Source: an optimization exercise on an open RTL-to-GDS flow (aim: small area). Production flows keep margins and buffers that such runs may drop.
The RTL was checked by simulation tests, not by an equivalence proof against the original design.

Setup of main:
// sobel_processor
module sobel_processor #(
    parameter IMG_WIDTH = 64,
    parameter IMG_HEIGHT = 480,
    parameter PIXEL_WIDTH = 8,
    parameter USE_BILATERAL = 1
)(
    input  wire clk,
    input  wire rst_n,
    input  wire href,
    input  wire vsync,
    input  wire [15:0] pixel_in,
    input  wire sobel_enable,
    input  wire [7:0] edge_threshold,
    input  wire [1:0] threshold_mode,
    output wire pixel_valid,
    output wire [15:0] pixel_out,
    output wire binary_pixel,
    output wire binary_valid,
    output wire strong_edge,
    output wire weak_edge
);
    wire [17:0] red   = {pixel_in[15:11], pixel_in[15:13]};
    wire [17:0] green = {pixel_in[10:5],  pixel_in[10:9]};
    wire [17:0] blue  = {pixel_in[4:0],   pixel_in[4:2]};
    wire [17:0] wsum  = (red << 6) + (red << 3) + (red << 2) + red
                      + (green << 7) + (green << 4) + (green << 3) - green
                      + (blue << 5) - (blue << 2);
    wire [7:0] gray  = wsum[15:8];
    localparam NB = 129;
    localparam NC = 61;
    reg [23:0]     la;
    reg [8*NB-1:0] lb;
    reg [8*NC-1:0] lc;
    reg [5:0] cl;
    reg [2:0] rc;
    reg       a1;
    always @(posedge clk or negedge rst_n) begin
        if (!rst_n) begin
            cl <= 6'd63;
            rc <= 3'd7;
            a1 <= 1'b0;
        end else begin
            a1 <= href;
            if (href) begin
                cl <= cl + 1'b1;
                if (cl == 6'd63 && rc != 3'd3)
                    rc <= rc + 1'b1;
            end
        end
    end
    wire en_b = (cl != 6'd1);
    wire en_c = (cl == 6'd63) || (cl == 6'd0) || (cl > 6'd4);
    always @(posedge clk) begin
        if (href) begin
            la <= {la[15:0], gray};
            if (en_b) begin
                lb <= {lb[8*NB-9:0], la[23:16]};
                if (en_c)
  ...
Size: about 3,800 cells after synthesis, roughly 1,700 flip-flops, roughly 52 I/O pins, roughly 0.067 mm2 of cells after synthesis.
Settings: LEC_CHECK=0, CAP_MARGIN=20, CORE_MARGIN=2, CORE_UTILIZATION=70, CTS_BUF_LIST=sky130_fd_sc_hd__clkbuf_16, CTS_CLUSTER_DIAMETER=100, CTS_CLUSTER_SIZE=30, PLACE_DENSITY=0.85, SLEW_MARGIN=20; clock period 13.0 ns.
run.sh (not shown) runs the stock make flow with config.mk's settings and CLKGATE_MAP_FILE= SYNTH_SCRIPT=/design/flow/synth_recipe.tcl, a recipe that flattens the netlist after the stock synthesis.
main | status: complete | timing, DRC, antenna: pass
> inputs changed (main -> the feature branch)
-- flow/config.mk --
<<< main, line 10
export CORE_UTILIZATION = 70
>>> the feature branch, line 10
export CORE_UTILIZATION = 60
<<< main, line 14
export PLACE_DENSITY = 0.85
>>> the feature branch, line 14
export PLACE_DENSITY = 0.75
Results
- Global-route track usage on met3, the feature branch and main: higher on main
- In the flow results for the feature branch and main, the via count is smaller on the feature branch.
- The feature branch against main: die area up 16%, die span in y up 25 um, finished layout cell area up about 0.44%.
- Final setup violation count came out exactly the same in the feature branch and main.
- Compared the feature branch vs main, and maximum frequency is up in the feature branch.

========
Another version of the RTL of sobel_processor (not shown whole).
Size in the first run: roughly 3,600 cells after synthesis, roughly 1,700 flip-flops, ~52 I/O pins, ~0.064 sq mm of cells after synthesis.
## sobel_processor
module sobel_processor #(
    parameter IMG_WIDTH = 64,
    parameter IMG_HEIGHT = 480,
    parameter PIXEL_WIDTH = 8,
    parameter USE_BILATERAL = 1
)(
    input  wire clk,
    input  wire rst_n,
    input  wire href,
    input  wire vsync,
    input  wire [15:0] pixel_in,
    input  wire sobel_enable,
    input  wire [7:0] edge_threshold,
    input  wire [1:0] threshold_mode,
    output wire pixel_valid,
    output wire [15:0] pixel_out,
    output wire binary_pixel,
    output wire binary_valid,
    output wire strong_edge,
    output wire weak_edge
);
    wire gr_1 = pixel_in[14] ^ pixel_in[12];
    wire gr_2 = pixel_in[14] & pixel_in[12];
    wire gr_3 = pixel_in[15] ^ pixel_in[13];
    wire gr_4 = pixel_in[15] & pixel_in[13];
    wire gr_5 = pixel_in[11] ^ pixel_in[14];
    wire gr_6 = pixel_in[11] & pixel_in[14];
    wire gr_7 = pixel_in[14] ^ pixel_in[15];
    wire gr_8 = pixel_in[14] & pixel_in[15];
    wire gr_9 = pixel_in[15] ^ pixel_in[11] ^ pixel_in[13];
    wire gr_10 = (pixel_in[15] & pixel_in[11]) | (pixel_in[15] & pixel_in[13]) | (pixel_in[11] & pixel_in[13]);
    wire gr_11 = pixel_in[10] ^ pixel_in[5];
    wire gr_12 = pixel_in[10] & pixel_in[5];
    wire gr_13 = pixel_in[13] ^ pixel_in[11] ^ pixel_in[12];
    wire gr_14 = (pixel_in[13] & pixel_in[11]) | (pixel_in[13] & pixel_in[12]) | (pixel_in[11] & pixel_in[12]);
    wire gr_15 = pixel_in[14] ^ pixel_in[5] ^ pixel_in[6];
    wire gr_16 = (pixel_in[14] & pixel_in[5]) | (pixel_in[14] & pixel_in[6]) | (pixel_in[5] & pixel_in[6]);
    wire gr_17 = ~pixel_in[9] ^ pixel_in[3];
    wire gr_18 = ~pixel_in[9] & pixel_in[3];
    wire gr_19 = pixel_in[13] ^ pixel_in[15] ^ pixel_in[9];
    wire gr_20 = (pixel_in[13] & pixel_in[15]) | (pixel_in[13] & pixel_in[9]) | (pixel_in[15] & pixel_in[9]);
    wire gr_21 = pixel_in[6] ^ pixel_in[7] ^ ~pixel_in[10];
    wire gr_22 = (pixel_in[6] & pixel_in[7]) | (pixel_in[6] & ~pixel_in[10]) | (pixel_in[7] & ~pixel_in[10]);
  ...
Settings: LEC_CHECK=0, ABC_AREA=1, CAP_MARGIN=0, CORE_MARGIN=2, CORE_UTILIZATION=60, CTS_BUF_LIST=sky130_fd_sc_hd__clkbuf_16, CTS_CLUSTER_DIAMETER=100, CTS_CLUSTER_SIZE=30, PLACE_DENSITY=0.75, SLEW_MARGIN=0; clock period 13.0 ns.
standard.sh (not shown) runs the stock make flow with config.mk's settings and CLKGATE_MAP_FILE= SYNTH_SCRIPT=/design/flow/synth_recipe.tcl, a recipe that flattens the netlist after the stock synthesis.
==> flow/flow/run.sh <==
#!/bin/bash
set -e
export BUFFER_PORTS_ARGS="-buffer_cell sky130_fd_sc_hd__buf_1"
bash standard.sh > standard.log 2>&1
The starting point passed the timing, DRC and antenna checks.
Change:
- ABC_AREA: 1 -> default
- CAP_MARGIN: 0 -> 20
- SLEW_MARGIN: 0 -> 20
Outcome: The changed run finished with timing, DRC and antenna clean. Sequential share of layout area goes down by 0.66 points. Core utilization fell by 0.32 points. Routed wire length goes down by 0.48%. Global-route usage falls by 0.51 points.
Change:
- ABC_AREA: default -> 1
The new run passed the timing, DRC and antenna checks.
Non-clock buffer count decreases by 1.
Final area is lower slightly.
Die area shrinks slightly.
Change:
==> flow/run.sh (new file) <==
#!/bin/bash
# synth_recipe.tcl (not shown) runs the flow's synth.tcl, then flattens the netlist and writes it again
# the make line also repeats each setting of config.mk as NAME=value (left out here)
make -C /OpenROAD-flow-scripts/flow DESIGN_CONFIG=/design/flow/config.mk WORK_HOME=/design/flow/orfs CLKGATE_MAP_FILE= SYNTH_SCRIPT=/design/flow/synth_recipe.tcl finish
- ABC_AREA: 1 -> default
removed: flow/flow/run.sh
removed: flow/standard.sh
Result: Core utilization is about the same. Hold slack got worse by 0.014 ns. Setup slack got worse by 1.2 ns. Register-to-register slack got worse by 1.2 ns. Clock-buffer cell count rose by 2. Cell area rose by 1.4%. Via count fell by 1.9%.

==> separate check: timing with driven ports <==
How much do the figures lean on ideal ports? The routed layouts below were timed once more, with nothing changed but the port constraints.
Step 1: set_driving_cell puts a clkbuf_16 on clk and a buf_2 on each other input, an assumption about the parent block.
Step 2 times the ports against the registers' clock, not the clock port: input delays grow and output delays shrink by t, the midpoint of the rising clock arrivals with the driver on.
Three values: ideal, step 1, step 2; two values: the first two.
run | shift t [ns] | setup slack, ns | worst setup path after step 2 | latest minus earliest clock arrival (ns) | pins driven straight from the clock port
main | 0.726 | 3.498 / 3.498 / 3.498 | register to register | 0.043 / 0.043 | 1
the feature branch | 0.726 | 3.746 / 3.746 / 3.746 | register to register | 0.032 / 0.032 | 1
the first run of note 2 | 0.738 | 3.788 / 3.788 / 3.788 | register to register | 0.053 / 0.053 | 1
the second run of note 2 | 0.713 | 2.884 / 2.884 / 2.884 | register to register | 0.045 / 0.044 | 1
the third run of note 2 | 0.738 | 3.789 / 3.789 / 3.789 | register to register | 0.055 / 0.055 | 1
the fourth run of note 2 | 0.729 | 2.581 / 2.581 / 2.581 | register to register | 0.042 / 0.042 | 1
After both steps setup and hold are still met in every run listed.
